This is an optimization exercise on Yosys and OpenROAD, whose aim is small area, not a production implementation. Function was checked by simulation only, so behaviour that the tests miss may differ from the original. Power is estimated from default activity; no workload was simulated.

`flow/run.sh`:
```
#!/bin/bash
# synth_recipe.tcl (not shown) runs the flow's synth.tcl, then flattens the netlist and writes it again
# the make line also repeats each setting of config.mk as NAME=value (left out here)
make -C /OpenROAD-flow-scripts/flow DESIGN_CONFIG=/design/flow/config.mk WORK_HOME=/design/flow/orfs CLKGATE_MAP_FILE= SYNTH_SCRIPT=/design/flow/synth_recipe.tcl finish
```
`flow/config.mk`:
```
export PLATFORM = sky130hd
export DESIGN_NAME = a9
export DESIGN_NICKNAME = a9
export VERILOG_FILES = /design/flow/design.v
export SDC_FILE = /design/flow/constraint.sdc
export NUM_CORES = 4
export LEC_CHECK = 0
export CAP_MARGIN = 20
export CORE_MARGIN = 2
export CORE_UTILIZATION = 40
export SLEW_MARGIN = 20
export SYNTH_HIERARCHICAL = 1
```
`flow/constraint.sdc`:
```
create_clock -name core_clock -period 7.5 [get_ports {clk}]
set_input_delay 1.5000 -clock core_clock [delete_from_list [all_inputs] [get_ports {clk}]]
set_output_delay 1.5000 -clock core_clock [all_outputs]
set_load 0.01 [all_outputs]
```
`flow/design.v`:
```
module fa(a, b, ci, s, co);
input a, b, ci;
output s, co;
assign s = a ^ b ^ ci;
assign co = (a & b) | (ci & (a ^ b));
endmodule
module or2(a, b, y);
input a, b;
output y;
assign y = a | b;
endmodule
module a9(x0,x1,x2,x3,x4,x5,x6,x7,x8,x9,h0,h1,h2,h3,h4,h5,h6,h7,h8,h9,clk,reset,y);
input [3:0] x0,x1,x2,x3,x4,x5,x6,x7,x8,x9;
input [3:0] h0,h1,h2,h3,h4,h5,h6,h7,h8,h9;
input   reset,clk;
output reg [31:0] y;
wire p0_00, p0_01, p0_02, p0_03, p0_10, p0_11, p0_12, p0_13, p0_20, p0_21, p0_22, p0_23, p0_30, p0_31, p0_32, p0_33;
wire p1_00, p1_01, p1_02, p1_03, p1_10, p1_11, p1_12, p1_13, p1_20, p1_21, p1_22, p1_23, p1_30, p1_31, p1_32, p1_33;
wire p2_00, p2_01, p2_02, p2_03, p2_10, p2_11, p2_12, p2_13, p2_20, p2_21, p2_22, p2_23, p2_30, p2_31, p2_32, p2_33;
wire p3_00, p3_01, p3_02, p3_03, p3_10, p3_11, p3_12, p3_13, p3_20, p3_21, p3_22, p3_23, p3_30, p3_31, p3_32, p3_33;
wire p4_00, p4_01, p4_02, p4_03, p4_10, p4_11, p4_12, p4_13, p4_20, p4_21, p4_22, p4_23, p4_30, p4_31, p4_32, p4_33;
wire p5_00, p5_01, p5_02, p5_03, p5_10, p5_11, p5_12, p5_13, p5_20, p5_21, p5_22, p5_23, p5_30, p5_31, p5_32, p5_33;
wire p6_00, p6_01, p6_02, p6_03, p6_10, p6_11, p6_12, p6_13, p6_20, p6_21, p6_22, p6_23, p6_30, p6_31, p6_32, p6_33;
wire p7_00, p7_01, p7_02, p7_03, p7_10, p7_11, p7_12, p7_13, p7_20, p7_21, p7_22, p7_23, p7_30, p7_31, p7_32, p7_33;
wire p8_00, p8_01, p8_02, p8_03, p8_10, p8_11, p8_12, p8_13, p8_20, p8_21, p8_22, p8_23, p8_30, p8_31, p8_32, p8_33;
wire p9_00, p9_01, p9_02, p9_03, p9_10, p9_11, p9_12, p9_13, p9_20, p9_21, p9_22, p9_23, p9_30, p9_31, p9_32, p9_33;
wire s1, c2, s3, c4, s5, c6, s7, c8, c9, s10, c11, s12, c13, s14, c15, s16;
wire c17, s18, c19, s20, c21, s22, c23, s24, c25, s26, c27, s28, c29, s30, c31, s32;
wire c33, s34, c35, s36, c37, s38, c39, s40, c41, s42, c43, s44, c45, s46, c47, s48;
wire c49, s50, c51, s52, c53, s54, c55, s56, c57, s58, c59, s60, c61, s62, c63, s64;
wire c65, s66, c67, s68, c69, s70, c71, s72, c73, c74, s75, c76, s77, c78, s79, c80;
wire s81, c82, s83, c84, s85, c86, s87, c88, s89, c90, s91, c92, s93, c94, s95, c96;
wire s97, c98, s99, c100, s101, c102, s103, c104, s105, c106, s107, c108, s109, c110, s111, c112;
wire s113, c114, s115, c116, s117, c118, s119, c120, s121, c122, s123, c124, s125, c126, s127, c128;
wire s129, c130, s131, c132, s133, c134, s135, c136, s137, c138, s139, c140, s141, c142, s143, c144;
wire s145, c146, s147, c148, s149, c150, s151, c152, s153, c154, s155, c156, s157, c158, s159, c160;
wire s161, c162, s163, c164, s165, c166, s167, c168, s169, c170, s171, c172, s173, c174, s175, c176;
wire s177, c178, s179, c180, s181, c182, s183, c184, s185, c186, s187, c188, s189, c190, s191, c192;
wire c193, s194, c195, s196, c197, s198, c199, s200, c201, s202, c203, s204, c205, s206, c207, s208;
wire c209, s210, c211, s212, c213, s214, c215, s216, c217, s218, c219, s220, c221, s222, c223, s224;
wire c225, s226, c227, s228, c229, s230, c231, s232, c233, s234, c235, s236, c237, s238, c239, s240;
wire c241, c242, s243, c244, s245, c246, s247, c248, s249, c250, s251, c252, s253, c254, s255, c256;
wire s257, c258, s259, c260, s261, c262, s263, c264, s265, c266, s267, c268, s269, c270, s271, c272;
wire s273, c274, s275, c276, s277, c278, s279, c280, s281, c282, s283, c284, s285, c286, s287, c288;
wire s289, c290, s291, c292, s293, c294, s295, c296, s297, c298, c299, s300, c301, c302, c303;
wire [11:0] sum;
assign p0_00 = ~(x0[0] & h0[0]);
assign p0_01 = ~(x0[0] & h0[1]);
assign p0_02 = ~(x0[0] & h0[2]);
assign p0_03 = ~(x0[0] & h0[3]);
assign p0_10 = ~(x0[1] & h0[0]);
assign p0_11 = ~(x0[1] & h0[1]);
assign p0_12 = ~(x0[1] & h0[2]);
assign p0_13 = ~(x0[1] & h0[3]);
assign p0_20 = ~(x0[2] & h0[0]);
assign p0_21 = ~(x0[2] & h0[1]);
assign p0_22 = ~(x0[2] & h0[2]);
assign p0_23 = ~(x0[2] & h0[3]);
assign p0_30 = ~(x0[3] & h0[0]);
assign p0_31 = ~(x0[3] & h0[1]);
assign p0_32 = ~(x0[3] & h0[2]);
assign p0_33 = ~(x0[3] & h0[3]);
assign p1_00 = ~(x1[0] & h1[0]);
assign p1_01 = ~(x1[0] & h1[1]);
assign p1_02 = ~(x1[0] & h1[2]);
assign p1_03 = ~(x1[0] & h1[3]);
assign p1_10 = ~(x1[1] & h1[0]);
assign p1_11 = ~(x1[1] & h1[1]);
assign p1_12 = ~(x1[1] & h1[2]);
assign p1_13 = ~(x1[1] & h1[3]);
assign p1_20 = ~(x1[2] & h1[0]);
assign p1_21 = ~(x1[2] & h1[1]);
assign p1_22 = ~(x1[2] & h1[2]);
assign p1_23 = ~(x1[2] & h1[3]);
assign p1_30 = ~(x1[3] & h1[0]);
assign p1_31 = ~(x1[3] & h1[1]);
assign p1_32 = ~(x1[3] & h1[2]);
assign p1_33 = ~(x1[3] & h1[3]);
assign p2_00 = ~(x2[0] & h2[0]);
assign p2_01 = ~(x2[0] & h2[1]);
assign p2_02 = ~(x2[0] & h2[2]);
assign p2_03 = ~(x2[0] & h2[3]);
assign p2_10 = ~(x2[1] & h2[0]);
assign p2_11 = ~(x2[1] & h2[1]);
assign p2_12 = ~(x2[1] & h2[2]);
assign p2_13 = ~(x2[1] & h2[3]);
assign p2_20 = ~(x2[2] & h2[0]);
assign p2_21 = ~(x2[2] & h2[1]);
assign p2_22 = ~(x2[2] & h2[2]);
assign p2_23 = ~(x2[2] & h2[3]);
assign p2_30 = ~(x2[3] & h2[0]);
assign p2_31 = ~(x2[3] & h2[1]);
assign p2_32 = ~(x2[3] & h2[2]);
assign p2_33 = ~(x2[3] & h2[3]);
assign p3_00 = ~(x3[0] & h3[0]);
assign p3_01 = ~(x3[0] & h3[1]);
assign p3_02 = ~(x3[0] & h3[2]);
assign p3_03 = ~(x3[0] & h3[3]);
assign p3_10 = ~(x3[1] & h3[0]);
assign p3_11 = ~(x3[1] & h3[1]);
assign p3_12 = ~(x3[1] & h3[2]);
assign p3_13 = ~(x3[1] & h3[3]);
assign p3_20 = ~(x3[2] & h3[0]);
assign p3_21 = ~(x3[2] & h3[1]);
assign p3_22 = ~(x3[2] & h3[2]);
assign p3_23 = ~(x3[2] & h3[3]);
assign p3_30 = ~(x3[3] & h3[0]);
assign p3_31 = ~(x3[3] & h3[1]);
assign p3_32 = ~(x3[3] & h3[2]);
assign p3_33 = ~(x3[3] & h3[3]);
assign p4_00 = ~(x4[0] & h4[0]);
assign p4_01 = ~(x4[0] & h4[1]);
assign p4_02 = ~(x4[0] & h4[2]);
assign p4_03 = ~(x4[0] & h4[3]);
assign p4_10 = ~(x4[1] & h4[0]);
assign p4_11 = ~(x4[1] & h4[1]);
assign p4_12 = ~(x4[1] & h4[2]);
assign p4_13 = ~(x4[1] & h4[3]);
assign p4_20 = ~(x4[2] & h4[0]);
assign p4_21 = ~(x4[2] & h4[1]);
assign p4_22 = ~(x4[2] & h4[2]);
assign p4_23 = ~(x4[2] & h4[3]);
assign p4_30 = ~(x4[3] & h4[0]);
assign p4_31 = ~(x4[3] & h4[1]);
assign p4_32 = ~(x4[3] & h4[2]);
assign p4_33 = ~(x4[3] & h4[3]);
assign p5_00 = ~(x5[0] & h5[0]);
assign p5_01 = ~(x5[0] & h5[1]);
assign p5_02 = ~(x5[0] & h5[2]);
assign p5_03 = ~(x5[0] & h5[3]);
assign p5_10 = ~(x5[1] & h5[0]);
assign p5_11 = ~(x5[1] & h5[1]);
assign p5_12 = ~(x5[1] & h5[2]);
assign p5_13 = ~(x5[1] & h5[3]);
assign p5_20 = ~(x5[2] & h5[0]);
assign p5_21 = ~(x5[2] & h5[1]);
assign p5_22 = ~(x5[2] & h5[2]);
assign p5_23 = ~(x5[2] & h5[3]);
assign p5_30 = ~(x5[3] & h5[0]);
assign p5_31 = ~(x5[3] & h5[1]);
assign p5_32 = ~(x5[3] & h5[2]);
assign p5_33 = ~(x5[3] & h5[3]);
assign p6_00 = ~(x6[0] & h6[0]);
assign p6_01 = ~(x6[0] & h6[1]);
assign p6_02 = ~(x6[0] & h6[2]);
assign p6_03 = ~(x6[0] & h6[3]);
assign p6_10 = ~(x6[1] & h6[0]);
assign p6_11 = ~(x6[1] & h6[1]);
assign p6_12 = ~(x6[1] & h6[2]);
assign p6_13 = ~(x6[1] & h6[3]);
assign p6_20 = ~(x6[2] & h6[0]);
assign p6_21 = ~(x6[2] & h6[1]);
assign p6_22 = ~(x6[2] & h6[2]);
assign p6_23 = ~(x6[2] & h6[3]);
assign p6_30 = ~(x6[3] & h6[0]);
assign p6_31 = ~(x6[3] & h6[1]);
assign p6_32 = ~(x6[3] & h6[2]);
assign p6_33 = ~(x6[3] & h6[3]);
assign p7_00 = ~(x7[0] & h7[0]);
assign p7_01 = ~(x7[0] & h7[1]);
assign p7_02 = ~(x7[0] & h7[2]);
assign p7_03 = ~(x7[0] & h7[3]);
assign p7_10 = ~(x7[1] & h7[0]);
assign p7_11 = ~(x7[1] & h7[1]);
assign p7_12 = ~(x7[1] & h7[2]);
assign p7_13 = ~(x7[1] & h7[3]);
assign p7_20 = ~(x7[2] & h7[0]);
assign p7_21 = ~(x7[2] & h7[1]);
assign p7_22 = ~(x7[2] & h7[2]);
assign p7_23 = ~(x7[2] & h7[3]);
assign p7_30 = ~(x7[3] & h7[0]);
assign p7_31 = ~(x7[3] & h7[1]);
assign p7_32 = ~(x7[3] & h7[2]);
assign p7_33 = ~(x7[3] & h7[3]);
assign p8_00 = ~(x8[0] & h8[0]);
assign p8_01 = ~(x8[0] & h8[1]);
assign p8_02 = ~(x8[0] & h8[2]);
assign p8_03 = ~(x8[0] & h8[3]);
assign p8_10 = ~(x8[1] & h8[0]);
assign p8_11 = ~(x8[1] & h8[1]);
assign p8_12 = ~(x8[1] & h8[2]);
assign p8_13 = ~(x8[1] & h8[3]);
assign p8_20 = ~(x8[2] & h8[0]);
assign p8_21 = ~(x8[2] & h8[1]);
assign p8_22 = ~(x8[2] & h8[2]);
assign p8_23 = ~(x8[2] & h8[3]);
assign p8_30 = ~(x8[3] & h8[0]);
assign p8_31 = ~(x8[3] & h8[1]);
assign p8_32 = ~(x8[3] & h8[2]);
assign p8_33 = ~(x8[3] & h8[3]);
assign p9_00 = ~(x9[0] & h9[0]);
assign p9_01 = ~(x9[0] & h9[1]);
assign p9_02 = ~(x9[0] & h9[2]);
assign p9_03 = ~(x9[0] & h9[3]);
assign p9_10 = ~(x9[1] & h9[0]);
assign p9_11 = ~(x9[1] & h9[1]);
assign p9_12 = ~(x9[1] & h9[2]);
assign p9_13 = ~(x9[1] & h9[3]);
assign p9_20 = ~(x9[2] & h9[0]);
assign p9_21 = ~(x9[2] & h9[1]);
assign p9_22 = ~(x9[2] & h9[2]);
assign p9_23 = ~(x9[2] & h9[3]);
assign p9_30 = ~(x9[3] & h9[0]);
assign p9_31 = ~(x9[3] & h9[1]);
assign p9_32 = ~(x9[3] & h9[2]);
assign p9_33 = ~(x9[3] & h9[3]);
fa u2 (.a(p0_00), .b(p1_00), .ci(p2_00), .s(s1), .co(c2));
fa u4 (.a(p3_00), .b(p4_00), .ci(p5_00), .s(s3), .co(c4));
fa u6 (.a(p6_00), .b(p7_00), .ci(p8_00), .s(s5), .co(c6));
fa u8 (.a(p9_00), .b(s1), .ci(s3), .s(s7), .co(c8));
or2 u9 (.a(s5), .b(s7), .y(c9));
fa u11 (.a(p0_01), .b(p0_10), .ci(p1_01), .s(s10), .co(c11));
fa u13 (.a(p1_10), .b(p2_01), .ci(p2_10), .s(s12), .co(c13));
fa u15 (.a(p3_01), .b(p3_10), .ci(p4_01), .s(s14), .co(c15));
fa u17 (.a(p4_10), .b(p5_01), .ci(p5_10), .s(s16), .co(c17));
fa u19 (.a(p6_01), .b(p6_10), .ci(p7_01), .s(s18), .co(c19));
fa u21 (.a(p7_10), .b(p8_01), .ci(p8_10), .s(s20), .co(c21));
fa u23 (.a(p9_01), .b(p9_10), .ci(c2), .s(s22), .co(c23));
fa u25 (.a(c4), .b(c6), .ci(s10), .s(s24), .co(c25));
fa u27 (.a(s12), .b(s14), .ci(s16), .s(s26), .co(c27));
fa u29 (.a(s18), .b(s20), .ci(s22), .s(s28), .co(c29));
fa u31 (.a(c8), .b(s24), .ci(s26), .s(s30), .co(c31));
fa u33 (.a(c9), .b(s28), .ci(s30), .s(s32), .co(c33));
fa u35 (.a(p0_02), .b(p0_11), .ci(p0_20), .s(s34), .co(c35));
fa u37 (.a(p1_02), .b(p1_11), .ci(p1_20), .s(s36), .co(c37));
fa u39 (.a(p2_02), .b(p2_11), .ci(p2_20), .s(s38), .co(c39));
fa u41 (.a(p3_02), .b(p3_11), .ci(p3_20), .s(s40), .co(c41));
fa u43 (.a(p4_02), .b(p4_11), .ci(p4_20), .s(s42), .co(c43));
fa u45 (.a(p5_02), .b(p5_11), .ci(p5_20), .s(s44), .co(c45));
fa u47 (.a(p6_02), .b(p6_11), .ci(p6_20), .s(s46), .co(c47));
fa u49 (.a(p7_02), .b(p7_11), .ci(p7_20), .s(s48), .co(c49));
fa u51 (.a(p8_02), .b(p8_11), .ci(p8_20), .s(s50), .co(c51));
fa u53 (.a(p9_02), .b(p9_11), .ci(p9_20), .s(s52), .co(c53));
fa u55 (.a(c11), .b(c13), .ci(c15), .s(s54), .co(c55));
fa u57 (.a(c17), .b(c19), .ci(c21), .s(s56), .co(c57));
fa u59 (.a(s34), .b(s36), .ci(s38), .s(s58), .co(c59));
fa u61 (.a(s40), .b(s42), .ci(s44), .s(s60), .co(c61));
fa u63 (.a(s46), .b(s48), .ci(s50), .s(s62), .co(c63));
fa u65 (.a(s52), .b(c23), .ci(s54), .s(s64), .co(c65));
fa u67 (.a(s56), .b(c25), .ci(c27), .s(s66), .co(c67));
fa u69 (.a(s58), .b(s60), .ci(s62), .s(s68), .co(c69));
fa u71 (.a(c29), .b(c31), .ci(s64), .s(s70), .co(c71));
fa u73 (.a(s66), .b(s68), .ci(s70), .s(s72), .co(c73));
or2 u74 (.a(c33), .b(s72), .y(c74));
fa u76 (.a(p0_03), .b(p0_12), .ci(p0_21), .s(s75), .co(c76));
fa u78 (.a(p0_30), .b(p1_03), .ci(p1_12), .s(s77), .co(c78));
fa u80 (.a(p1_21), .b(p1_30), .ci(p2_03), .s(s79), .co(c80));
fa u82 (.a(p2_12), .b(p2_21), .ci(p2_30), .s(s81), .co(c82));
fa u84 (.a(p3_03), .b(p3_12), .ci(p3_21), .s(s83), .co(c84));
fa u86 (.a(p3_30), .b(p4_03), .ci(p4_12), .s(s85), .co(c86));
fa u88 (.a(p4_21), .b(p4_30), .ci(p5_03), .s(s87), .co(c88));
fa u90 (.a(p5_12), .b(p5_21), .ci(p5_30), .s(s89), .co(c90));
fa u92 (.a(p6_03), .b(p6_12), .ci(p6_21), .s(s91), .co(c92));
fa u94 (.a(p6_30), .b(p7_03), .ci(p7_12), .s(s93), .co(c94));
fa u96 (.a(p7_21), .b(p7_30), .ci(p8_03), .s(s95), .co(c96));
fa u98 (.a(p8_12), .b(p8_21), .ci(p8_30), .s(s97), .co(c98));
fa u100 (.a(p9_03), .b(p9_12), .ci(p9_21), .s(s99), .co(c100));
fa u102 (.a(p9_30), .b(c35), .ci(c37), .s(s101), .co(c102));
fa u104 (.a(c39), .b(c41), .ci(c43), .s(s103), .co(c104));
fa u106 (.a(c45), .b(c47), .ci(c49), .s(s105), .co(c106));
fa u108 (.a(c51), .b(c53), .ci(s75), .s(s107), .co(c108));
fa u110 (.a(s77), .b(s79), .ci(s81), .s(s109), .co(c110));
fa u112 (.a(s83), .b(s85), .ci(s87), .s(s111), .co(c112));
fa u114 (.a(s89), .b(s91), .ci(s93), .s(s113), .co(c114));
fa u116 (.a(s95), .b(s97), .ci(s99), .s(s115), .co(c116));
fa u118 (.a(c55), .b(c57), .ci(s101), .s(s117), .co(c118));
fa u120 (.a(s103), .b(s105), .ci(c59), .s(s119), .co(c120));
fa u122 (.a(c61), .b(c63), .ci(s107), .s(s121), .co(c122));
fa u124 (.a(s109), .b(s111), .ci(s113), .s(s123), .co(c124));
fa u126 (.a(s115), .b(c65), .ci(c67), .s(s125), .co(c126));
fa u128 (.a(c69), .b(s117), .ci(s119), .s(s127), .co(c128));
fa u130 (.a(s121), .b(s123), .ci(c71), .s(s129), .co(c130));
fa u132 (.a(s125), .b(s127), .ci(c73), .s(s131), .co(c132));
fa u134 (.a(s129), .b(c74), .ci(s131), .s(s133), .co(c134));
fa u136 (.a(p0_13), .b(p0_22), .ci(p0_31), .s(s135), .co(c136));
fa u138 (.a(p1_13), .b(p1_22), .ci(p1_31), .s(s137), .co(c138));
fa u140 (.a(p2_13), .b(p2_22), .ci(p2_31), .s(s139), .co(c140));
fa u142 (.a(p3_13), .b(p3_22), .ci(p3_31), .s(s141), .co(c142));
fa u144 (.a(p4_13), .b(p4_22), .ci(p4_31), .s(s143), .co(c144));
fa u146 (.a(p5_13), .b(p5_22), .ci(p5_31), .s(s145), .co(c146));
fa u148 (.a(p6_13), .b(p6_22), .ci(p6_31), .s(s147), .co(c148));
fa u150 (.a(p7_13), .b(p7_22), .ci(p7_31), .s(s149), .co(c150));
fa u152 (.a(p8_13), .b(p8_22), .ci(p8_31), .s(s151), .co(c152));
fa u154 (.a(p9_13), .b(p9_22), .ci(p9_31), .s(s153), .co(c154));
fa u156 (.a(c100), .b(c76), .ci(c78), .s(s155), .co(c156));
fa u158 (.a(c80), .b(c82), .ci(c84), .s(s157), .co(c158));
fa u160 (.a(c86), .b(c88), .ci(c90), .s(s159), .co(c160));
fa u162 (.a(c92), .b(c94), .ci(c96), .s(s161), .co(c162));
fa u164 (.a(c98), .b(s135), .ci(s137), .s(s163), .co(c164));
fa u166 (.a(s139), .b(s141), .ci(s143), .s(s165), .co(c166));
fa u168 (.a(s145), .b(s147), .ci(s149), .s(s167), .co(c168));
fa u170 (.a(s151), .b(s153), .ci(c102), .s(s169), .co(c170));
fa u172 (.a(c104), .b(c106), .ci(s155), .s(s171), .co(c172));
fa u174 (.a(s157), .b(s159), .ci(s161), .s(s173), .co(c174));
fa u176 (.a(c108), .b(c110), .ci(c112), .s(s175), .co(c176));
fa u178 (.a(c114), .b(c116), .ci(s163), .s(s177), .co(c178));
fa u180 (.a(s165), .b(s167), .ci(c118), .s(s179), .co(c180));
fa u182 (.a(c120), .b(s169), .ci(c122), .s(s181), .co(c182));
fa u184 (.a(c124), .b(s171), .ci(s173), .s(s183), .co(c184));
fa u186 (.a(s175), .b(s177), .ci(c126), .s(s185), .co(c186));
fa u188 (.a(s179), .b(c128), .ci(s181), .s(s187), .co(c188));
fa u190 (.a(s183), .b(c130), .ci(s185), .s(s189), .co(c190));
fa u192 (.a(s187), .b(c132), .ci(s189), .s(s191), .co(c192));
or2 u193 (.a(c134), .b(s191), .y(c193));
fa u195 (.a(p0_23), .b(p0_32), .ci(p1_23), .s(s194), .co(c195));
fa u197 (.a(p1_32), .b(p2_23), .ci(p2_32), .s(s196), .co(c197));
fa u199 (.a(p3_23), .b(p3_32), .ci(p4_23), .s(s198), .co(c199));
fa u201 (.a(p4_32), .b(p5_23), .ci(p5_32), .s(s200), .co(c201));
fa u203 (.a(p6_23), .b(p6_32), .ci(p7_23), .s(s202), .co(c203));
fa u205 (.a(p7_32), .b(p8_23), .ci(p8_32), .s(s204), .co(c205));
fa u207 (.a(p9_23), .b(p9_32), .ci(c136), .s(s206), .co(c207));
fa u209 (.a(c138), .b(c140), .ci(c142), .s(s208), .co(c209));
fa u211 (.a(c144), .b(c146), .ci(c148), .s(s210), .co(c211));
fa u213 (.a(c150), .b(c152), .ci(c154), .s(s212), .co(c213));
fa u215 (.a(s194), .b(s196), .ci(s198), .s(s214), .co(c215));
fa u217 (.a(s200), .b(s202), .ci(s204), .s(s216), .co(c217));
fa u219 (.a(c156), .b(c158), .ci(c160), .s(s218), .co(c219));
fa u221 (.a(c162), .b(s206), .ci(s208), .s(s220), .co(c221));
fa u223 (.a(s210), .b(s212), .ci(c164), .s(s222), .co(c223));
fa u225 (.a(c166), .b(c168), .ci(s214), .s(s224), .co(c225));
fa u227 (.a(s216), .b(c170), .ci(c172), .s(s226), .co(c227));
fa u229 (.a(c174), .b(c176), .ci(s218), .s(s228), .co(c229));
fa u231 (.a(c178), .b(s220), .ci(s222), .s(s230), .co(c231));
fa u233 (.a(s224), .b(c180), .ci(c182), .s(s232), .co(c233));
fa u235 (.a(c184), .b(s226), .ci(s228), .s(s234), .co(c235));
fa u237 (.a(s230), .b(c186), .ci(c188), .s(s236), .co(c237));
fa u239 (.a(s232), .b(s234), .ci(c190), .s(s238), .co(c239));
fa u241 (.a(s236), .b(c192), .ci(s238), .s(s240), .co(c241));
or2 u242 (.a(c193), .b(s240), .y(c242));
fa u244 (.a(p0_33), .b(p1_33), .ci(p2_33), .s(s243), .co(c244));
fa u246 (.a(p3_33), .b(p4_33), .ci(p5_33), .s(s245), .co(c246));
fa u248 (.a(p6_33), .b(p7_33), .ci(p8_33), .s(s247), .co(c248));
fa u250 (.a(p9_33), .b(c195), .ci(c197), .s(s249), .co(c250));
fa u252 (.a(c199), .b(c201), .ci(c203), .s(s251), .co(c252));
fa u254 (.a(c205), .b(s243), .ci(s245), .s(s253), .co(c254));
fa u256 (.a(s247), .b(c207), .ci(c209), .s(s255), .co(c256));
fa u258 (.a(c211), .b(c213), .ci(s249), .s(s257), .co(c258));
fa u260 (.a(s251), .b(c215), .ci(c217), .s(s259), .co(c260));
fa u262 (.a(s253), .b(c219), .ci(c221), .s(s261), .co(c262));
fa u264 (.a(c223), .b(s255), .ci(c225), .s(s263), .co(c264));
fa u266 (.a(s257), .b(s259), .ci(c227), .s(s265), .co(c266));
fa u268 (.a(c229), .b(s261), .ci(c231), .s(s267), .co(c268));
fa u270 (.a(s263), .b(c233), .ci(c235), .s(s269), .co(c270));
fa u272 (.a(s265), .b(s267), .ci(c237), .s(s271), .co(c272));
fa u274 (.a(s269), .b(c239), .ci(s271), .s(s273), .co(c274));
fa u276 (.a(c241), .b(s273), .ci(c242), .s(s275), .co(c276));
fa u278 (.a(c244), .b(c246), .ci(c248), .s(s277), .co(c278));
fa u280 (.a(c250), .b(c252), .ci(s277), .s(s279), .co(c280));
fa u282 (.a(c254), .b(c256), .ci(c258), .s(s281), .co(c282));
fa u284 (.a(c260), .b(s279), .ci(c262), .s(s283), .co(c284));
fa u286 (.a(c264), .b(s281), .ci(c266), .s(s285), .co(c286));
fa u288 (.a(c268), .b(s283), .ci(c270), .s(s287), .co(c288));
fa u290 (.a(s285), .b(c272), .ci(s287), .s(s289), .co(c290));
fa u292 (.a(c274), .b(s289), .ci(c276), .s(s291), .co(c292));
fa u294 (.a(c278), .b(c280), .ci(c282), .s(s293), .co(c294));
fa u296 (.a(c284), .b(s293), .ci(c286), .s(s295), .co(c296));
fa u298 (.a(c288), .b(s295), .ci(c290), .s(s297), .co(c298));
or2 u299 (.a(s297), .b(c292), .y(c299));
fa u301 (.a(c294), .b(c296), .ci(c298), .s(s300), .co(c301));
or2 u302 (.a(s300), .b(c299), .y(c302));
or2 u303 (.a(c301), .b(c302), .y(c303));
assign sum[0] = s5 ^ s7;
assign sum[1] = ~s32;
assign sum[2] = c33 ^ s72;
assign sum[3] = ~s133;
assign sum[4] = c134 ^ s191;
assign sum[5] = c193 ^ s240;
assign sum[6] = ~s275;
assign sum[7] = ~s291;
assign sum[8] = s297 ^ c292;
assign sum[9] = s300 ^ c299;
assign sum[10] = c301 ^ c302;
assign sum[11] = ~c303;
always @(posedge clk or posedge reset)
  if (reset) y <= 32'd0;
  else y <= {20'd0, sum};
endmodule
```
==> results.txt, run 1 <==
* Placement Rows at 37
* Most instantiated cells after synthesis: nand2_1 (160), fa_1 (148), buf_4 (20), dfrtp_1 (12)
* CTS Sinks at 12
* Fin util at 55.5%
* Tcrit/Tclk final at 97.1%
* CTS Hold Bufs at 0
* Fin crit period at 7.28 ns
* H-tree Lvls at 1
* Setup crit end kind: register
* Worst slew pin tran at 0.504 ns
* Comb pwr share at 91.7%
* Sw frac at 44.0%
* Status: timing/DRC/antenna clean
* Post-route DRC at 0
* P_int at 1.67 mW
* Max reg flops at 12
* Ys flop type: dfrtp_1
* Type of the worst setup path: input port to register
* WP data required at 7.69 ns
* Post-synth ARST share at 100%
* Mapped Area at roughly 4100 sq um
* ANT cells at 0
* DRT Pass-1 Iters at 4
* Area share of the largest cell type after synthesis at 71.5%
* Register area share after synthesis at between 7 and 8%
* Core area at 10200 sq um
* Clock share of power at 2.4%
* Cell area power density at 529 nW/um^2
* Largest net degree at the start of global routing at 13
* Hold WC Path Type: input port to async pin
* Fillers at approximately 900
* Worst path arrival time at 7.47 ns
* Area contributors post-synth: fa_1 (71%), nand2_1 (14%), dfrtp_1 (7.2%)
* Post-DRT Antenna Nets at 0
* Final GP Congestion at 0.940
* Num ports at 114
* First-pass GRT wire length at 16.9 mm
* Post-DP Area at 5570 sq um
* Routed WL at 10.7 mm
* Die Wd at between 100 and 150 um
* Layout Cells excl Fill at ~650
* Critical Path Source Type: input port
* RSZ-0062 raised after global routing: false
* Final hold vios at 0
* Sw Pwr at 1.32 mW
* Placed cells at 642
* Vias at approximately 3000
* Warnings, synthesis at 7
* IO Port Bufs at 93
* Registers with the most flip-flops: y x12
* Area grow syn2layout at 36.4%
* Die area at roughly 11000 sq um
* Worst slew margin at 66.4%
* Synth unique cells at 8
* Seq cells post-synth at 12
* Final Hold Slack at 1.58 ns
* Die H at 106 um
* Tot Pwr at 2.99 mW
* CTS tree: done
* Via density per instance at 4.52
* Crit Path Max Fanout at 3
* Peak supply drop at 0.000555 V
* Cts bufs inserted at 3
* Reg with most FFs: y
* Clk pin slew, worst setup/hold paths at ~0.060 ns
* Pleak at 2.13 nW
* Initial antenna violation count at 0
* Final Max Tran Viols at 0
* WL per Instance at 16.5 um
* Max Cap Violations at 0
* Share of layout cells above drive strength 1 at 12.9%
* Synth Instances at 361
* Initial DRC count at around 100
* Detailed Place HPWL at 10.5 mm
* Vias in the first global route at between 3000 and 4000
* Clk root buf: clkbuf_8
* Fmax at ~0.14 GHz
* Clock buffer depth at 2
* Leading area contributor after synthesis: fa_1
* Gr ovfl total at 0
* Count leader, synth: nand2_1
* Seq pwr share at under 10%
* Total global-route track usage at 20.4%
* Starting Density at 40.7%
* Post-synth EDFFs at 0
* Post CTS Setup Buffer Count at 0
* Design area at between 5000 and 6000 sq um
* Avg Inst Size Synth at 11.5 sq um
* Final setup viols at 0
* Post_cts resized at 0
* Post-layout nets at 741
==> area by class of cell <==
type                       instances  area, sq um  share of cell area [%]
clock buffer                       4         55.1                   0.973
inverter                           6         22.5                   0.398
sequential                        12          300                    5.31
multi-input combinational        342         3770                    66.6
timing repair buffer             146         1340                    23.7
tap                              136          170                    3.01
==> modules after synthesis (local to each module, per instance) <==
module	times used	cells	area [sq um]	flops+latches
fa	148	1	20.0	0
or2	7	1	6.26	0
a9	1	206	1140	12
==> path summary, 6_finish.rpt <==
kind,startpoint,endpoint,slack (ns),cells past startpoint
worst max-delay path,h5[0],y[11]$_DFF_PP0_,0.22,17
max in group asynchronous,reset,y[8]$_DFF_PP0_,5.58,2
worst min-delay path,reset,y[0]$_DFF_PP0_,1.58,2
min in group core_clock,h8[0],y[0]$_DFF_PP0_,2.08,4
==> worst max-delay path: stages <==
cell and delay [ns]:
clkdlybuf4s50_1 0.50, nand2_1 0.14, fa_2 0.57, fa_1 0.43
fa_1 0.41, fa_1 0.43, fa_2 0.36, fa_1 0.41
fa_1 0.51, fa_1 0.43, or2_1 0.26, fa_2 0.35
fa_1 0.38, or2_1 0.25, or2_1 0.25, or2_1 0.23
inv_1 0.05
==> per-layer routing <==
layer | vias up | global-route usage, % | wire length (um)
met2 | 94 | 36.8 | 5780
met4 | 0 | 1.60 | 61
met5 | - | 0 | 0
met1 | 1486 | 27.5 | 4280
li1 | 1336 | - | -
met3 | 4 | 3.03 | 544
==> metrics by stage <==
step           setup TNS (ns)  setup WS, ns
2_1_floorplan               0         0.548
3_3_place_gp           -0.287        -0.167
3_5_place_dp           -0.476        -0.236
4_1_cts                     0        0.0156
5_1_grt                     0        0.0304
6_report                    0         0.219
==> layout by cell type (no fill, tap or decap) <==
master           synthesis  layout
buf_4                   20      53
dfrtp_1                 12      12
conb_1                   1      20
nand2_1                160     159
xor2_1                   7       7
clkbuf_8                 0       4
or2_1                    7       7
fa_1                   148     140
inv_1                    6       6
dlymetal6s2s_1           0       5
clkdlybuf4s50_1          0      88
nand2_2                  0       1
fa_2                     0       8
==> power groups by stage <==
| stage | sequential [mW] | combinational, mW | clock (mW) |
|---|---|---|---|
| after floorplan | 0.194 | 1.68 | 0 |
| after global placement | 0.177 | 2.67 | 0 |
| after detailed placement | 0.178 | 2.72 | 0 |
| after CTS | 0.177 | 2.73 | 0.0736 |
| after global routing | 0.179 | 3.11 | 0.0756 |
| final | 0.176 | 2.74 | 0.0724 |
==> kinds of logic (layout without fill, tap and decap cells) <==
family                   after synthesis  in the layout  share of synthesized area (%)
adder cells (fa/ha/maj)              148            148                           71.5
flip-flops                            12             12                           7.24
AND/OR/NAND/NOR                      167            167                           15.5
buffers and inverters                 26            156                           4.17
other                                  1             20                         0.0905
XOR/XNOR                               7              7                           1.48
==> run 2: changes to the inputs <==
==> flow/flow/run.sh (new file) <==
#!/bin/bash
# The standard layout, with every port buffered by the smallest buffer
# (sky130_fd_sc_hd__buf_1) instead of the one buffer_ports picks itself.
set -euo pipefail
export BUFFER_PORTS_ARGS="-buffer_cell sky130_fd_sc_hd__buf_1"
bash standard.sh synth > synth.log 2>&1
bash standard.sh finish > finish.log 2>&1
==> flow/standard.sh (new file) <==
#!/bin/bash
# synth_recipe.tcl (not shown) runs the flow's synth.tcl, then flattens the netlist and writes it again
# the make line also repeats each setting of config.mk as NAME=value (left out here)
make -C /OpenROAD-flow-scripts/flow DESIGN_CONFIG=/design/flow/config.mk WORK_HOME=/design/flow/orfs CLKGATE_MAP_FILE= SYNTH_SCRIPT=/design/flow/synth_recipe.tcl "${@:-finish}"
removed: flow/run.sh
==> results.txt, run 2 <==
* Design area at 4640 sq um (was 5660 sq um)
* Synth Instances at 361 (unchanged)
* Clock share of power at 2.8% (was 2.4%)
* Layout Cells excl Fill at 593 (was 646)
* P_int at 1.27 mW (was 1.67 mW)
* Share of layout cells above drive strength 1 at 0.875% (was 12.9%)
* Tot Pwr at 2.49 mW (was 2.99 mW)
* Vias in the first global route at 3160 (was 3439)
* Leading area contributor after synthesis: fa_1 (unchanged)
* Initial antenna violation count at 0 (unchanged)
* Placed cells at 589 (was 642)
* Via density per instance at 4.69 (was 4.52)
* Num ports at 114 (unchanged)
* Area share of the largest cell type after synthesis at 71.5% (unchanged)
* Worst slack, placed at 0.108 ns (was -0.236 ns)
* CTS tree: done (unchanged)
* Die H at 106 um (unchanged)
* Post-synth ARST share at 100% (unchanged)
* Most instantiated cells after synthesis: nand2_1 (160), fa_1 (148), buf_4 (20), dfrtp_1 (12) (unchanged)
* Initial DRC count at 71 (was 104)
* Hold WC Path Type: input port to async pin (unchanged)
* WP data required at 7.68 ns (was 7.69 ns)
* Crit Path Max Fanout at 4 (was 3)
* Largest net degree at the start of global routing at 13 (unchanged)
* Cts bufs inserted at 3 (unchanged)
* WL per Instance at 17.1 um (was 16.5 um)
* Setup TNS at 0 ns (unchanged)
* Post-layout nets at 688 (was 741)
* DRT Pass-1 Iters at 4 (unchanged)
* Largest family of logic cells by synthesized area: adder cells (unchanged)
* H-tree Lvls at 1 (unchanged)
* Mux cell area share after synthesis at 0% (unchanged)
* Tcrit/Tclk final at 94.9% (was 97.1%)
* Routed WL at 10.1 mm (was 10.7 mm)
* Post CTS Setup Buffer Count at 0 (unchanged)
* Peak supply drop at 0.000431 V (was 0.000555 V)
* Register area share after synthesis at 7.24% (unchanged)
* Placement Rows at 37 (unchanged)
* Max reg flops at 12 (unchanged)
* Area grow syn2layout at 12.0% (was 36.4%)
* Warnings, synthesis at 7 (unchanged)
* Clk root buf: clkbuf_8 (unchanged)
* Setup crit end kind: register (unchanged)
* Reg with most FFs: y (unchanged)
* Fin crit period at 7.12 ns (was 7.28 ns)
* Adder-Cell Fraction of Synth Area at 71.5% (unchanged)
* CTS Hold Bufs at 0 (unchanged)
* Type of the worst setup path: input port to register (unchanged)
* Registers with the most flip-flops: y x12 (unchanged)
* Max Cap Violations at 0 (unchanged)
* Post-synthesis simple-gate area fraction at 15.5% (unchanged)
* Post-DRT Antenna Nets at 0 (unchanged)
* Final GP Congestion at 0.908 (was 0.940)
* Vias at 2781 (was 2920)
* Cell area power density at 537 nW/um^2 (was 529 nW/um^2)
* Status: timing/DRC/antenna clean (unchanged)
* Critical Path Source Type: input port (unchanged)
* Avg Inst Size Synth at 11.5 sq um (unchanged)
* Die area at 11200 sq um (unchanged)
* Sw Pwr at 1.22 mW (was 1.32 mW)
* Total global-route track usage at 19.5% (was 20.4%)
* XOR/XNOR share of the synthesized area at 1.48% (unchanged)
* First-pass GRT wire length at 16.2 mm (was 16.9 mm)
* DR top layer: met4 (unchanged)
* Worst path arrival time at 7.30 ns (was 7.47 ns)
* Synth unique cells at 8 (unchanged)
* Final hold vios at 0 (unchanged)
* Seq cells post-synth at 12 (unchanged)
* Gr ovfl total at 0 (unchanged)
* Compound-Gate Fraction of Synth Area at 0% (unchanged)
* Post-synth EDFFs at 0 (unchanged)
* Met2 WL post-DR at 5.43 mm (was 5.78 mm)
* Final setup margin at 0.385 ns (was 0.219 ns)
* Detailed Place HPWL at 9.86 mm (was 10.5 mm)
* Seq pwr share at 7.1% (was 5.9%)
* Count leader, synth: nand2_1 (unchanged)
* RSZ-0062 raised after global routing: false (unchanged)
* Fillers at 1009 (was 898)
* Most common cell after layout, fill and taps aside: nand2_1 (unchanged)
* Fmax at 0.141 GHz (was 0.137 GHz)
* Met3 wire len at 533 um (was 544 um)
* Die Wd at 106 um (unchanged)
* Met1 wire length at 4.06 mm (was 4.28 mm)
* Final setup viols at 0 (unchanged)
* Final Max Tran Viols at 0 (unchanged)
* Post-DP Area at 4590 sq um (was 5570 sq um)
* Most frequent cells in the layout: nand2_1 (160), fa_1 (148), buf_1 (93) (was nand2_1 (159), fa_1 (140), clkdlybuf4s50_1 (88))
* Ys flop type: dfrtp_1 (unchanged)
* Comb pwr share at 90.2% (was 91.7%)
* Sw frac at 49.0% (was 44.0%)
* Core area at 10200 sq um (unchanged)
* Starting Density at 40.7% (unchanged)
* Clk pin slew, worst setup/hold paths at 0.05 ns (was 0.06 ns)
* Pleak at 1.58 nW (was 2.13 nW)
* ANT cells at 0 (unchanged)
* Clock buffer depth at 2 (unchanged)
* Post-route DRC at 0 (unchanged)
* Mapped Area at 4150 sq um (unchanged)
* CTS Sinks at 12 (unchanged)
* Area contributors post-synth: fa_1 (71%), nand2_1 (14%), dfrtp_1 (7.2%) (unchanged)
* Post_cts resized at 0 (unchanged)
* IO Port Bufs at 93 (unchanged)
-- run 2: cell types whose count changed in the layout (fill, tap and decap cells not counted), sizes merged --
cell	before	now
buf	53	93
clkdlybuf4s50	88	0
dlymetal6s2s	5	0
-- run 2: cell type report --
cell class / count / area, sq um / area share [%]
Multi-Input combinational cell: 342 / 3740 / 80.7
Clock buffer: 4 / 55.1 / 1.19
Timing Repair Buffer: 93 / 349 / 7.52
Inverter: 6 / 22.5 / 0.485
Tap cell: 136 / 170 / 3.67
Sequential cell: 12 / 300 / 6.47
-- run 2: routing by layer --
metal	vias up	global-route usage, %
met5	-	0
met3	6	2.97
met2	96	34.3
met1	1449	26.7
met4	0	2.07
li1	1230	-
-- run 2: path summary, 6_finish.rpt --
path                       slack, ns  start               to  depth (start not counted)
min                             1.25  reset   y[9]$_DFF_PP0_                          2
max                             0.38  x4[1]  y[11]$_DFF_PP0_                         17
max in group asynchronous       5.92  reset   y[2]$_DFF_PP0_                          2
min in group core_clock         1.77  x8[0]   y[0]$_DFF_PP0_                          4
-- run 2: cells by family after synthesis --
group / Yosys count
DFF: 12
buffers and inverters: 26
and+or+nand+nor: 167
xor gates and xnor gates: 7
adders and majority gates: 148
other: 1
-- run 2: per-stage QoR --
step	util [%]	hold WS [ns]
global placement	45.0	1.51
CTS	45.6	1.27
finish	45.6	1.25
detailed placement	45.0	1.52
floorplan	-	1.36
global route	45.6	1.30
-- run 2: critical path: stages --
cell and delay (ns):
buf_1 0.15, nand2_1 0.13, fa_1 0.48, fa_1 0.52, fa_1 0.45, fa_1 0.39
fa_1 0.50, fa_1 0.42, fa_1 0.40, fa_1 0.50, or2_1 0.26, fa_1 0.39
fa_1 0.40, or2_1 0.27, or2_1 0.25, or2_1 0.23, inv_1 0.05
-- run 2: Yosys stat by module (local to each module, per instance) --
module / cell area, sq um / cells / times used
a9: 1140 / 206 / 1
fa: 20.0 / 1 / 148
or2: 6.26 / 1 / 7
-- run 2: power by group through the flow --
stage               Clock [mW]  Sequential (mW)  Combinational (mW)
floorplan                    0            0.194                1.68
global placement             0            0.177                2.26
detailed placement           0            0.178                2.29
CTS                     0.0710            0.176                2.30
global route            0.0765            0.177                2.63
finish                  0.0694            0.176                2.25
==> run 3: changes to the inputs <==
==> flow/flow/run.sh (replaced) <==
#!/bin/bash
# The standard layout, with every port buffered by the smallest buffer
# (sky130_fd_sc_hd__buf_1) instead of the one buffer_ports picks itself.
set -euo pipefail
# One tie cell drives all the constant outputs.
export SKIP_REPAIR_TIE_FANOUT=1
export BUFFER_PORTS_ARGS="-buffer_cell sky130_fd_sc_hd__buf_1"
bash standard.sh synth > synth.log 2>&1
bash standard.sh finish > finish.log 2>&1
--- a/flow/config.mk
+++ b/flow/config.mk
@@ -8,5 +8,8 @@
 export CAP_MARGIN = 20
 export CORE_MARGIN = 2
 export CORE_UTILIZATION = 40
+export CTS_BUF_LIST = sky130_fd_sc_hd__clkbuf_2
+export CTS_CLUSTER_DIAMETER = 500
+export CTS_CLUSTER_SIZE = 30
 export SLEW_MARGIN = 20
 export SYNTH_HIERARCHICAL = 1
==> results.txt, run 3 <==
* Status: timing/DRC/antenna clean (unchanged)
* ANT cells at 0 (unchanged)
* Register area share after synthesis at 7.24% (unchanged)
* Area grow syn2layout at 9.36% (was 12.0%)
* Setup TNS at 0 ns (unchanged)
* RSZ-0062 raised after global routing: false (unchanged)
* Clk pin slew, worst setup/hold paths at 0.12 ns (was 0.05 ns)
* First-pass GRT wire length at 16.1 mm (was 16.2 mm)
* Reg with most FFs: y (unchanged)
* Crit path cell chain: buf_1 -> nand2_1 -> fa_1 -> fa_1 -> fa_1 -> fa_1 -> fa_1 -> fa_1 -> fa_1 -> fa_1 -> or2_1 -> fa_1 -> fa_1 -> or2_1 -> or2_1 -> or2_1 -> inv_1 (unchanged)
* Tcrit/Tclk final at 96.0% (was 94.9%)
* Routed WL at 10.1 mm (about the same)
* Total global-route track usage at 19.3% (was 19.5%)
* Type of the worst setup path: input port to register (unchanged)
* CTS Sinks at 12 (unchanged)
* Multi-input gate area at 3670 sq um (was 3740 sq um)
* Adder-Cell Fraction of Synth Area at 71.5% (unchanged)
* Placed cells at 570 (was 589)
* DRT Pass-1 Iters at 4 (unchanged)
* Die H at 106 um (unchanged)
* Critical path's slowest cell: fa_1 (unchanged)
* Clk root buf: clkbuf_2 (was clkbuf_8)
* Worst path arrival time at 7.41 ns (was 7.30 ns)
* Die area at 11200 sq um (unchanged)
* Via density per instance at 4.84 (was 4.69)
* Worst setup path startpoint: h1[0] (was x4[1])
* FF/Latch Area at 300 sq um (unchanged)
* Final setup viols at 0 (unchanged)
* H-tree Lvls at 1 (unchanged)
* Detailed Place HPWL at 9.80 mm (was 9.86 mm)
* Final hold vios at 0 (unchanged)
* CTS tree: done (unchanged)
* Post_cts resized at 0 (unchanged)
* Setup crit end kind: register (unchanged)
* Fin util at 44.5% (was 45.6%)
* Fmax at 0.139 GHz (was 0.141 GHz)
* Layout Cells excl Fill at 574 (was 593)
* Vias at 2778 (was 2781)
* Crit Path Max Fanout at 4 (unchanged)
* Initial DRC count at 143 (was 71)
* Post-layout nets at 669 (was 688)
* Max reg flops at 12 (unchanged)
* Most instantiated cells after synthesis: nand2_1 (160), fa_1 (148), buf_4 (20), dfrtp_1 (12) (unchanged)
* Synth Instances at 361 (unchanged)
* WP data required at 7.71 ns (was 7.68 ns)
* Final setup margin at 0.300 ns (was 0.385 ns)
* Registers with the most flip-flops: y x12 (unchanged)
* Ys flop type: dfrtp_1 (unchanged)
* Peak supply drop at 0.000355 V (was 0.000431 V)
* Die Wd at 106 um (unchanged)
* Post-synth ARST share at 100% (unchanged)
* Num ports at 114 (unchanged)
* Mapped Area at 4150 sq um (unchanged)
* Count leader, synth: nand2_1 (unchanged)
* Post-DRT Antenna Nets at 0 (unchanged)
* Avg Inst Size Synth at 11.5 sq um (unchanged)
* Worst slack, placed at 0.0130 ns (was 0.108 ns)
* Compound-Gate Fraction of Synth Area at 0% (unchanged)
* Warnings, synthesis at 7 (unchanged)
* Max Cap Violations at 0 (unchanged)
* Pleak at 1.50 nW (was 1.58 nW)
* XOR/XNOR share of the synthesized area at 1.48% (unchanged)
* Share of layout cells above drive strength 1 at 0.685% (was 0.875%)
* Vias in the first global route at 3176 (was 3160)
* Placement Rows at 37 (unchanged)
* IO Port Bufs at 93 (unchanged)
* Post-synthesis simple-gate area fraction at 15.5% (unchanged)
* Final GP Congestion at 0.931 (was 0.908)
* Synth unique cells at 8 (unchanged)
* CTS Hold Bufs at 0 (unchanged)
* Mux cell area share after synthesis at 0% (unchanged)
* Design area at 4530 sq um (was 4640 sq um)
* Cts bufs inserted at 3 (unchanged)
* Fin crit period at 7.20 ns (was 7.12 ns)
* Gr ovfl total at 0 (unchanged)
* Final Max Tran Viols at 0 (unchanged)
* Seq cells post-synth at 12 (unchanged)
* Post-DP Area at 4510 sq um (was 4590 sq um)
* Critical Path Source Type: input port (unchanged)
* Fillers at 977 (was 1009)
* Crit path largest cell delay at 0.56 ns (was 0.52 ns)
* Most common cell after layout, fill and taps aside: nand2_1 (unchanged)
* Initial antenna violation count at 0 (unchanged)
* Core area at 10200 sq um (unchanged)
* Post-route DRC at 0 (unchanged)
* Leading area contributor after synthesis: fa_1 (unchanged)
* Largest family of logic cells by synthesized area: adder cells (unchanged)
* Starting Density at 40.7% (unchanged)
* Clock buffer depth at 2 (unchanged)
* Post CTS Setup Buffer Count at 0 (unchanged)
* Largest net degree at the start of global routing at 21 (was 13)
* Post-synth EDFFs at 0 (unchanged)
* Area share of the largest cell type after synthesis at 71.5% (unchanged)
* WL per Instance at 17.6 um (was 17.1 um)
* Most frequent cells in the layout: nand2_1 (160), fa_1 (148), buf_1 (93) (unchanged)
* Cell mode on critical path: fa_1 (unchanged)
* Hold WC Path Type: input port to async pin (unchanged)
* Cell area power density at 532 nW/um^2 (was 537 nW/um^2)
* Area contributors post-synth: fa_1 (71%), nand2_1 (14%), dfrtp_1 (7.2%) (unchanged)
==> run 3: cell families after synthesis <==
kind of cell               after synthesis
adders and majority gates              148
DFF                                     12
other                                    1
xor gates and xnor gates                 7
buffers and inverters                   26
and+or+nand+nor                        167
==> run 3: critical path: cells and delay by family <==
kind                       cells  cell delay (ns)
adders and majority gates     10             4.54
and+or+nand+nor                5             1.14
buffers and inverters          2             0.23
==> run 3: final timing paths <==
check	to	slack, ns	depth (start not counted)
worst max-delay path	y[11]$_DFF_PP0_	0.30	17
worst min-delay path	y[11]$_DFF_PP0_	1.21	2
max in group asynchronous	y[5]$_DFF_PP0_	5.97	2
min in group core_clock	y[0]$_DFF_PP0_	1.75	4
==> run 3: per-stage QoR <==
step / hold WS [ns] / total power [mW]
3_3_place_gp: 1.52 / 2.42
3_5_place_dp: 1.53 / 2.45
6_report: 1.21 / 2.41
4_1_cts: 1.22 / 2.48
2_1_floorplan: 1.36 / 1.87
5_1_grt: 1.22 / 2.75
==> run 3: routing by layer <==
layer  vias to the layer above  routed length, um  GRT usage [%]
li1                       1210                  -              -
met3                         6                502           2.04
met1                      1461               3840           24.6
met5                         -                  0              0
met2                       101               5660           36.5
met4                         0                 93           2.35
==> run 3: final cells by class <==
cell class	count	area share, %
Tap cell	136	3.75
Clock buffer	3	0.331
Inverter	6	0.497
Timing Repair Buffer	93	7.70
Multi-Input combinational cell	323	81.0
Sequential cell	12	6.62
Clock inverter	1	0.0828
==> run 3: Yosys stat by module, one instance, submodules excluded <==
module	flops+latches	area, sq um
a9	12	1140
fa	0	20.0
or2	0	6.26
==> run 3: report_power, final <==
part	internal, mW	leakage (nW)	total (mW)	switching, mW
Sequential	0.168	0.145	0.175	0.00659
Combinational	1.05	1.34	2.20	1.16
Clock	0.0116	0.0140	0.0328	0.0212
Total	1.23	1.50	2.41	1.18
==> run 4: changes to the inputs <==
--- a/flow/config.mk
+++ b/flow/config.mk
@@ -8,7 +8,7 @@
 export CAP_MARGIN = 20
 export CORE_MARGIN = 2
 export CORE_UTILIZATION = 40
-export CTS_BUF_LIST = sky130_fd_sc_hd__clkbuf_2
+export CTS_BUF_LIST = sky130_fd_sc_hd__clkbuf_4
 export CTS_CLUSTER_DIAMETER = 500
 export CTS_CLUSTER_SIZE = 30
 export SLEW_MARGIN = 20
==> results.txt, run 4 <==
* Clk pin slew, worst setup/hold paths at 0.07 ns (was 0.12 ns)
* CTS tree: done (unchanged)
* Most common cell after layout, fill and taps aside: nand2_1 (unchanged)
* Via density per instance at 4.83 (was 4.84)
* Routed WL at 10.1 mm (about the same)
* IO Port Bufs at 93 (unchanged)
* Worst path arrival time at 7.40 ns (was 7.41 ns)
* Synth unique cells at 8 (unchanged)
* Tcrit/Tclk final at 95.8% (was 96.0%)
* Final hold vios at 0 (unchanged)
* Initial DRC count at 142 (was 143)
* Met1 Usage GRT at 24.6% (unchanged)
* Warnings, synthesis at 7 (unchanged)
* Area grow syn2layout at 9.54% (was 9.36%)
* Core area at 10200 sq um (unchanged)
* Placement Rows at 37 (unchanged)
* Seq cells post-synth at 12 (unchanged)
* Reg with most FFs: y (unchanged)
* Peak supply drop at 0.000357 V (was 0.000355 V)
* Setup TNS at 0 ns (unchanged)
* Avg Inst Size Synth at 11.5 sq um (unchanged)
* Vias in the first global route at 3176 (unchanged)
* Fmax at 0.139 GHz (about the same)
* Gr ovfl total at 0 (unchanged)
* Max reg flops at 12 (unchanged)
* Leading area contributor after synthesis: fa_1 (unchanged)
* Post-route DRC at 0 (unchanged)
* Pleak at 1.50 nW (about the same)
* Area share of the largest cell type after synthesis at 71.5% (unchanged)
* Post CTS Setup Buffer Count at 0 (unchanged)
* CTS Hold Bufs at 0 (unchanged)
* Status: timing/DRC/antenna clean (unchanged)
* First-pass GRT wire length at 16.1 mm (unchanged)
* Most instantiated cells after synthesis: nand2_1 (160), fa_1 (148), buf_4 (20), dfrtp_1 (12) (unchanged)
* Registers with the most flip-flops: y x12 (unchanged)
* Num ports at 114 (unchanged)
* Hold WC Path Type: input port to async pin (unchanged)
* Post_cts resized at 0 (unchanged)
* Area contributors post-synth: fa_1 (71%), nand2_1 (14%), dfrtp_1 (7.2%) (unchanged)
* Starting Density at 40.7% (unchanged)
* Ys flop type: dfrtp_1 (unchanged)
* Post-layout nets at 669 (unchanged)
* Cell area power density at 531 nW/um^2 (was 532 nW/um^2)
* Detailed Place HPWL at 9.80 mm (unchanged)
* Final GP Congestion at 0.931 (unchanged)
* Clock buffer depth at 2 (unchanged)
* Post-DRT Antenna Nets at 0 (unchanged)
* Final setup viols at 0 (unchanged)
* ANT cells at 0 (unchanged)
* CTS Sinks at 12 (unchanged)
* WL per Instance at 17.5 um (was 17.6 um)
* Die Wd at 106 um (unchanged)
* Met2 Resource Use GR at 36.5% (unchanged)
* Max Cap Violations at 0 (unchanged)
* Gr busiest metal: met2 (unchanged)
* DRT Pass-1 Iters at 4 (unchanged)
* Die area at 11200 sq um (unchanged)
* Post-synth EDFFs at 0 (unchanged)
* Fin util at 44.6% (was 44.5%)
* Critical Path Source Type: input port (unchanged)
* Initial antenna violation count at 0 (unchanged)
* Total global-route track usage at 19.3% (unchanged)
* Setup crit end kind: register (unchanged)
* Clk root buf: clkbuf_4 (was clkbuf_2)
* Die H at 106 um (unchanged)
* Final Max Tran Viols at 0 (unchanged)
* Most frequent cells in the layout: nand2_1 (160), fa_1 (148), buf_1 (93) (unchanged)
* Synth Instances at 361 (unchanged)
* Register area share after synthesis at 7.24% (unchanged)
* Grt met3 use at 2.04% (unchanged)
* Crit Path Max Fanout at 4 (unchanged)
* Tot Pwr at 2.41 mW (about the same)
* H-tree Lvls at 1 (unchanged)
* Count leader, synth: nand2_1 (unchanged)
* Largest net degree at the start of global routing at 21 (unchanged)
* Vias at 2773 (was 2778)
* Fin crit period at 7.18 ns (was 7.20 ns)
* Mapped Area at 4150 sq um (unchanged)
* Type of the worst setup path: input port to register (unchanged)
* RSZ-0062 raised after global routing: false (unchanged)
* Post-synth ARST share at 100% (unchanged)
* WP data required at 7.72 ns (was 7.71 ns)
* Share of layout cells above drive strength 1 at 0.685% (unchanged)
* Cts bufs inserted at 3 (unchanged)
run 4: through the flow:
| stage | hold WS, ns | cell area, sq um | setup slack [ns] | std cells |
|---|---|---|---|---|
| global route | 1.25 | 4540 | 0.159 | 574 |
| CTS | 1.23 | 4540 | 0.300 | 574 |
| global placement | 1.52 | 4510 | 0.0905 | 570 |
| finish | 1.21 | 4540 | 0.318 | 574 |
| floorplan | 1.36 | 4150 | 0.548 | 361 |
| detailed placement | 1.53 | 4510 | 0.0130 | 570 |
run 4: path summary, 6_finish.rpt:
path                       startpoint              end  slack, ns  cells after the start
max in group asynchronous       reset   y[5]$_DFF_PP0_       5.97                      2
setup / recovery                h1[0]  y[11]$_DFF_PP0_       0.32                     17
min in group core_clock         x8[0]   y[0]$_DFF_PP0_       1.75                      4
hold / removal                  reset  y[11]$_DFF_PP0_       1.21                      2
run 4: critical path, cell delays in order:
cell,delay [ns]
buf_1,0.17
nand2_1,0.12
fa_1,0.55
fa_1,0.56
fa_1,0.41
fa_1,0.42
fa_1,0.41
fa_1,0.42
fa_1,0.52
fa_1,0.45
or2_1,0.26
fa_1,0.40
fa_1,0.40
or2_1,0.27
or2_1,0.26
or2_1,0.23
inv_1,0.05
run 4: layer usage:
metal  routed length (um)  vias up
met1                 3790     1454
met2                 5650      103
met5                    0        -
met4                   93        0
met3                  525        6
li1                     -     1210
run 4: report_power, final:
part	internal (mW)	leakage (nW)	switching (mW)
Clock	0.0192	0.0154	0.0212
Sequential	0.169	0.145	0.00659
Combinational	1.04	1.34	1.15
Total	1.23	1.50	1.18
run 4: cell families (layout without fill, tap and decap cells):
logic type	Yosys count	in the layout	synth area share (%)
simple gates	167	167	15.5
other cells	1	1	0.0905
fa+ha+maj	148	148	71.5
flops	12	12	7.24
buf+inv	26	103	4.17
xor+xnor	7	7	1.48
run 4: final cells by class:
cell class	instances	area, sq um
repair buffers	93	349
multi-input cells	323	3670
well taps	136	170
fillers	976	5640
flip-flops and latches	12	300
clock buffers	3	22.5
inverters	6	22.5
clock inverters	1	3.75
run 4: modules after synthesis (local to each module, per instance):
module	cells inside	flip-flops and latches	area [sq um]	times used
a9	206	12	1140	1
fa	1	0	20.0	148
or2	1	0	6.26	7
==> run 5: changes to the inputs <==
--- a/flow/design.v
+++ b/flow/design.v
@@ -9,6 +9,11 @@
 output y;
 assign y = a | b;
 endmodule
+module nor2(a, b, y);
+input a, b;
+output y;
+assign y = ~(a | b);
+endmodule
 module a9(x0,x1,x2,x3,x4,x5,x6,x7,x8,x9,h0,h1,h2,h3,h4,h5,h6,h7,h8,h9,clk,reset,y);
 input [3:0] x0,x1,x2,x3,x4,x5,x6,x7,x8,x9;
 input [3:0] h0,h1,h2,h3,h4,h5,h6,h7,h8,h9;
@@ -358,7 +363,7 @@
 or2 u299 (.a(s297), .b(c292), .y(c299));
 fa u301 (.a(c294), .b(c296), .ci(c298), .s(s300), .co(c301));
 or2 u302 (.a(s300), .b(c299), .y(c302));
-or2 u303 (.a(c301), .b(c302), .y(c303));
+nor2 u303 (.a(c301), .b(c302), .y(c303));
 assign sum[0] = s5 ^ s7;
 assign sum[1] = ~s32;
 assign sum[2] = c33 ^ s72;
@@ -370,7 +375,7 @@
 assign sum[8] = s297 ^ c292;
 assign sum[9] = s300 ^ c299;
 assign sum[10] = c301 ^ c302;
-assign sum[11] = ~c303;
+assign sum[11] = c303;
 always @(posedge clk or posedge reset)
   if (reset) y <= 32'd0;
   else y <= {20'd0, sum};
==> flow/flow/run.sh (replaced) <==
#!/bin/bash
# The standard layout (the standard.sh, synthesis unchanged), with two
# changes to how it is built:
#  - every port is buffered with the smallest buffer, sky130_fd_sc_hd__buf_1,
#    instead of the one buffer_ports picks itself;
#  - the constant outputs y[31:12] share one tie cell instead of one each.
set -euo pipefail
export SKIP_REPAIR_TIE_FANOUT=1
export BUFFER_PORTS_ARGS="-buffer_cell sky130_fd_sc_hd__buf_1"
bash standard.sh synth > synth.log 2>&1
bash standard.sh finish > finish.log 2>&1
==> results.txt, run 5 <==
* Hold WC Path Type: input port to async pin (unchanged)
* Fin crit period at 7.10 ns (was 7.18 ns)
* Design area at 4530 sq um (was 4540 sq um)
* Cts bufs inserted at 3 (unchanged)
* Warnings, synthesis at 7 (unchanged)
* Count leader, synth: nand2_1 (unchanged)
* RSZ-0062 raised after global routing: false (unchanged)
* Vias at 2742 (was 2773)
* Total global-route track usage at 19.0% (was 19.3%)
* Post-DP Area at 4510 sq um (about the same)
* Final Max Tran Viols at 0 (unchanged)
* Seq cells post-synth at 12 (unchanged)
* Leading area contributor after synthesis: fa_1 (unchanged)
* Post_cts resized at 0 (unchanged)
* CP bufs+invs at 1 (was 2)
* Die Wd at 106 um (about the same)
* Compound-Gate Fraction of Synth Area at 0% (unchanged)
* Synth Instances at 360 (was 361)
* Sw frac at 49.3% (was 48.9%)
* Most common cell after layout, fill and taps aside: nand2_1 (unchanged)
* Synth unique cells at 9 (was 8)
* Post CTS Setup Buffer Count at 0 (unchanged)
* Setup crit end kind: register (unchanged)
* Detailed Place HPWL at 9.56 mm (was 9.80 mm)
* Vias in the first global route at 3086 (was 3176)
* Post-synth ARST share at 100% (unchanged)
* Starting Density at 40.6% (was 40.7%)
* Largest net degree at the start of global routing at 21 (unchanged)
* Share of layout cells above drive strength 1 at 0.686% (was 0.685%)
* Post-synthesis simple-gate area fraction at 15.5% (about the same)
* Worst slack, placed at 0.0765 ns (was 0.0130 ns)
* Sw Pwr at 1.21 mW (was 1.18 mW)
* Fmax at 0.141 GHz (was 0.139 GHz)
* Ys flop type: dfrtp_1 (unchanged)
* WP data required at 7.66 ns (was 7.72 ns)
* Clk root buf: clkbuf_4 (unchanged)
* Status: timing/DRC/antenna clean (unchanged)
* Gr ovfl total at 0 (unchanged)
* WL per Instance at 17.3 um (was 17.5 um)
* Largest family of logic cells by synthesized area: adder cells (unchanged)
* Max Cap Violations at 0 (unchanged)
* Register area share after synthesis at 7.26% (was 7.24%)
* Setup TNS at 0 ns (unchanged)
* Area share of the largest cell type after synthesis at 71.6% (was 71.5%)
* Placement Rows at 37 (unchanged)
* Final setup margin at 0.402 ns (was 0.318 ns)
* Most frequent cells in the layout: nand2_1 (160), fa_1 (148), buf_1 (93) (unchanged)
* P_int at 1.25 mW (was 1.23 mW)
* Tot Pwr at 2.46 mW (was 2.41 mW)
* Most instantiated cells after synthesis: nand2_1 (160), fa_1 (148), buf_4 (20), dfrtp_1 (12), xor2_1 (7) (was nand2_1 (160), fa_1 (148), buf_4 (20), dfrtp_1 (12))
* Area contributors post-synth: fa_1 (72%), nand2_1 (15%), dfrtp_1 (7.3%) (was fa_1 (71%), nand2_1 (14%), dfrtp_1 (7.2%))
* Final GP Congestion at 0.890 (was 0.931)
* Adder-Cell Fraction of Synth Area at 71.6% (was 71.5%)
* Clock share of power at 1.6% (was 1.7%)
* Registers with the most flip-flops: y x12 (unchanged)
* IO Port Bufs at 93 (unchanged)
* Core area at 10200 sq um (unchanged)
* Type of the worst setup path: input port to register (unchanged)
* First-pass GRT wire length at 15.7 mm (was 16.1 mm)
* Cell mode on critical path: fa_1 (unchanged)
* Clk pin slew, worst setup/hold paths at 0.08 ns (was 0.07 ns)
* Clock buffer depth at 2 (unchanged)
* CTS Sinks at 12 (unchanged)
* Mux cell area share after synthesis at 0% (unchanged)
* Crit path cell chain: buf_1 -> nand2_1 -> fa_1 -> fa_1 -> fa_1 -> fa_1 -> fa_1 -> fa_1 -> fa_1 -> fa_1 -> or2_1 -> fa_1 -> fa_1 -> or2_1 -> or2_1 -> xor2_1 (was buf_1 -> nand2_1 -> fa_1 -> fa_1 -> fa_1 -> fa_1 -> fa_1 -> fa_1 -> fa_1 -> fa_1 -> or2_1 -> fa_1 -> fa_1 -> or2_1 -> or2_1 -> or2_1 -> inv_1)
* Num ports at 114 (unchanged)
* Tcrit/Tclk final at 94.6% (was 95.8%)
* Mapped Area at 4140 sq um (was 4150 sq um)
* Cell area power density at 543 nW/um^2 (was 531 nW/um^2)
* Die area at 11200 sq um (about the same)
* Critical path's slowest cell: fa_1 (unchanged)
* Final hold vios at 0 (unchanged)
* H-tree Lvls at 1 (unchanged)
* Via density per instance at 4.79 (was 4.83)
* ANT cells at 0 (unchanged)
* Avg Inst Size Synth at 11.5 sq um (about the same)
* Post-layout nets at 668 (was 669)
* Crit path largest cell delay at 0.52 ns (was 0.56 ns)
* XOR/XNOR share of the synthesized area at 1.48% (about the same)
* CTS Hold Bufs at 0 (unchanged)
* DRT Pass-1 Iters at 4 (unchanged)
* Peak supply drop at 0.000410 V (was 0.000357 V)
* Reg with most FFs: y (unchanged)
* Initial antenna violation count at 0 (unchanged)
* Fillers at 1003 (was 976)
* Max reg flops at 12 (unchanged)
* CTS tree: done (unchanged)
* Worst path arrival time at 7.26 ns (was 7.40 ns)
* Seq pwr share at 7.1% (was 7.3%)
* Final setup viols at 0 (unchanged)
* Critical Path Source Type: input port (unchanged)
* Die H at 106 um (about the same)
* Routed WL at 9.89 mm (was 10.1 mm)
* Pleak at 1.49 nW (was 1.50 nW)
* Post-synth EDFFs at 0 (unchanged)
* Area grow syn2layout at 9.55% (was 9.54%)
* CP top delay family: adder cells (unchanged)
* Post-route DRC at 0 (unchanged)
* Crit Path Max Fanout at 4 (unchanged)
* Post-DRT Antenna Nets at 0 (unchanged)
* Comb pwr share at 91.3% (was 91.1%)
* Initial DRC count at 141 (was 142)
[run 5: cell types whose count changed after synthesis, sizes merged]
| cell | delta |
|---|---|
| inv | -1 |
| nor2 | +1 |
| or2 | -1 |
[run 5: modules after synthesis, one instance, submodules excluded]
module  cell area [sq um]  flip-flops and latches  times used  cells
or2                  6.26                       0           6      1
nor2                 3.75                       0           1      1
a9                   1130                      12           1    205
fa                   20.0                       0         148      1
[run 5: kinds of logic (layout without fill, tap and decap cells)]
group                      count (synthesis)  count (layout)
xor gates and xnor gates                   7               7
adders and majority gates                148             148
buffers and inverters                     25             102
DFF                                       12              12
other                                      1               1
and+or+nand+nor                          167             167
[run 5: worst paths after layout]
kind / startpoint / endpoint / slack (ns) / cells after the start
max: h1[0] / y[10]$_DFF_PP0_ / 0.40 / 16
max in group asynchronous: reset / y[2]$_DFF_PP0_ / 5.97 / 2
min: reset / y[8]$_DFF_PP0_ / 1.21 / 2
min in group core_clock: h7[0] / y[0]$_DFF_PP0_ / 1.74 / 4
[run 5: power by group through the flow]
| stage | combinational [mW] | sequential, mW | clock (mW) |
|---|---|---|---|
| 6_report | 2.25 | 0.175 | 0.0403 |
| 5_1_grt | 2.62 | 0.177 | 0.0462 |
| 4_1_cts | 2.31 | 0.175 | 0.0421 |
| 3_5_place_dp | 2.31 | 0.177 | 0 |
| 3_3_place_gp | 2.27 | 0.176 | 0 |
| 2_1_floorplan | 1.68 | 0.194 | 0 |
[run 5: area by class of cell]
class	count	area [sq um]	area share, %
sequential	12	300	6.62
clock inverter	1	3.75	0.0828
tap	136	170	3.75
multi-input combinational	323	3670	80.9
timing repair buffer	93	349	7.70
clock buffer	3	22.5	0.497
inverter	5	18.8	0.414
[run 5: through the flow]
step	instances	hold WS (ns)	util (%)
2_1_floorplan	360	1.36	-
4_1_cts	573	1.22	44.5
6_report	573	1.21	44.5
3_5_place_dp	569	1.51	44.3
5_1_grt	573	1.24	44.5
3_3_place_gp	569	1.51	44.3
[run 5: routing by layer]
layer	wire length (um)	vias to the layer above	global-route usage [%]
met2	5440	84	35.2
met5	0	-	0
met4	76	0	2.63
li1	-	1207	-
met1	3990	1447	25.1
met3	377	4	1.30

[static timing again, ports no longer ideal]
No port has a modelled driver above. Below, the same layouts with a new extraction and two added sets of constraints.
Step 1: set_driving_cell puts a clkbuf_16 on clk and a buf_2 on each other input, an assumption about the parent block.
Step 2, shift: input delay + t, output delay - t, t = (earliest + latest rising clock arrival at the registers) / 2. This alone moves slack from input paths to output paths.
Three values: ideal ports, drivers, drivers and shift; two values: the first two.
| run | t, ns | setup WS [ns] |
|---|---|---|
| run 1 | 0.270 | 0.219 / 0.218 / -0.052 |
| run 2 | 0.264 | 0.385 / 0.388 / 0.124 |
| run 3 | 0.283 | 0.300 / 0.300 / 0.017 |
| run 4 | 0.292 | 0.318 / 0.319 / 0.027 |
| run 5 | 0.295 | 0.402 / 0.406 / 0.111 |
With both steps, setup timing fails in run 1, where it was met with ideal ports.
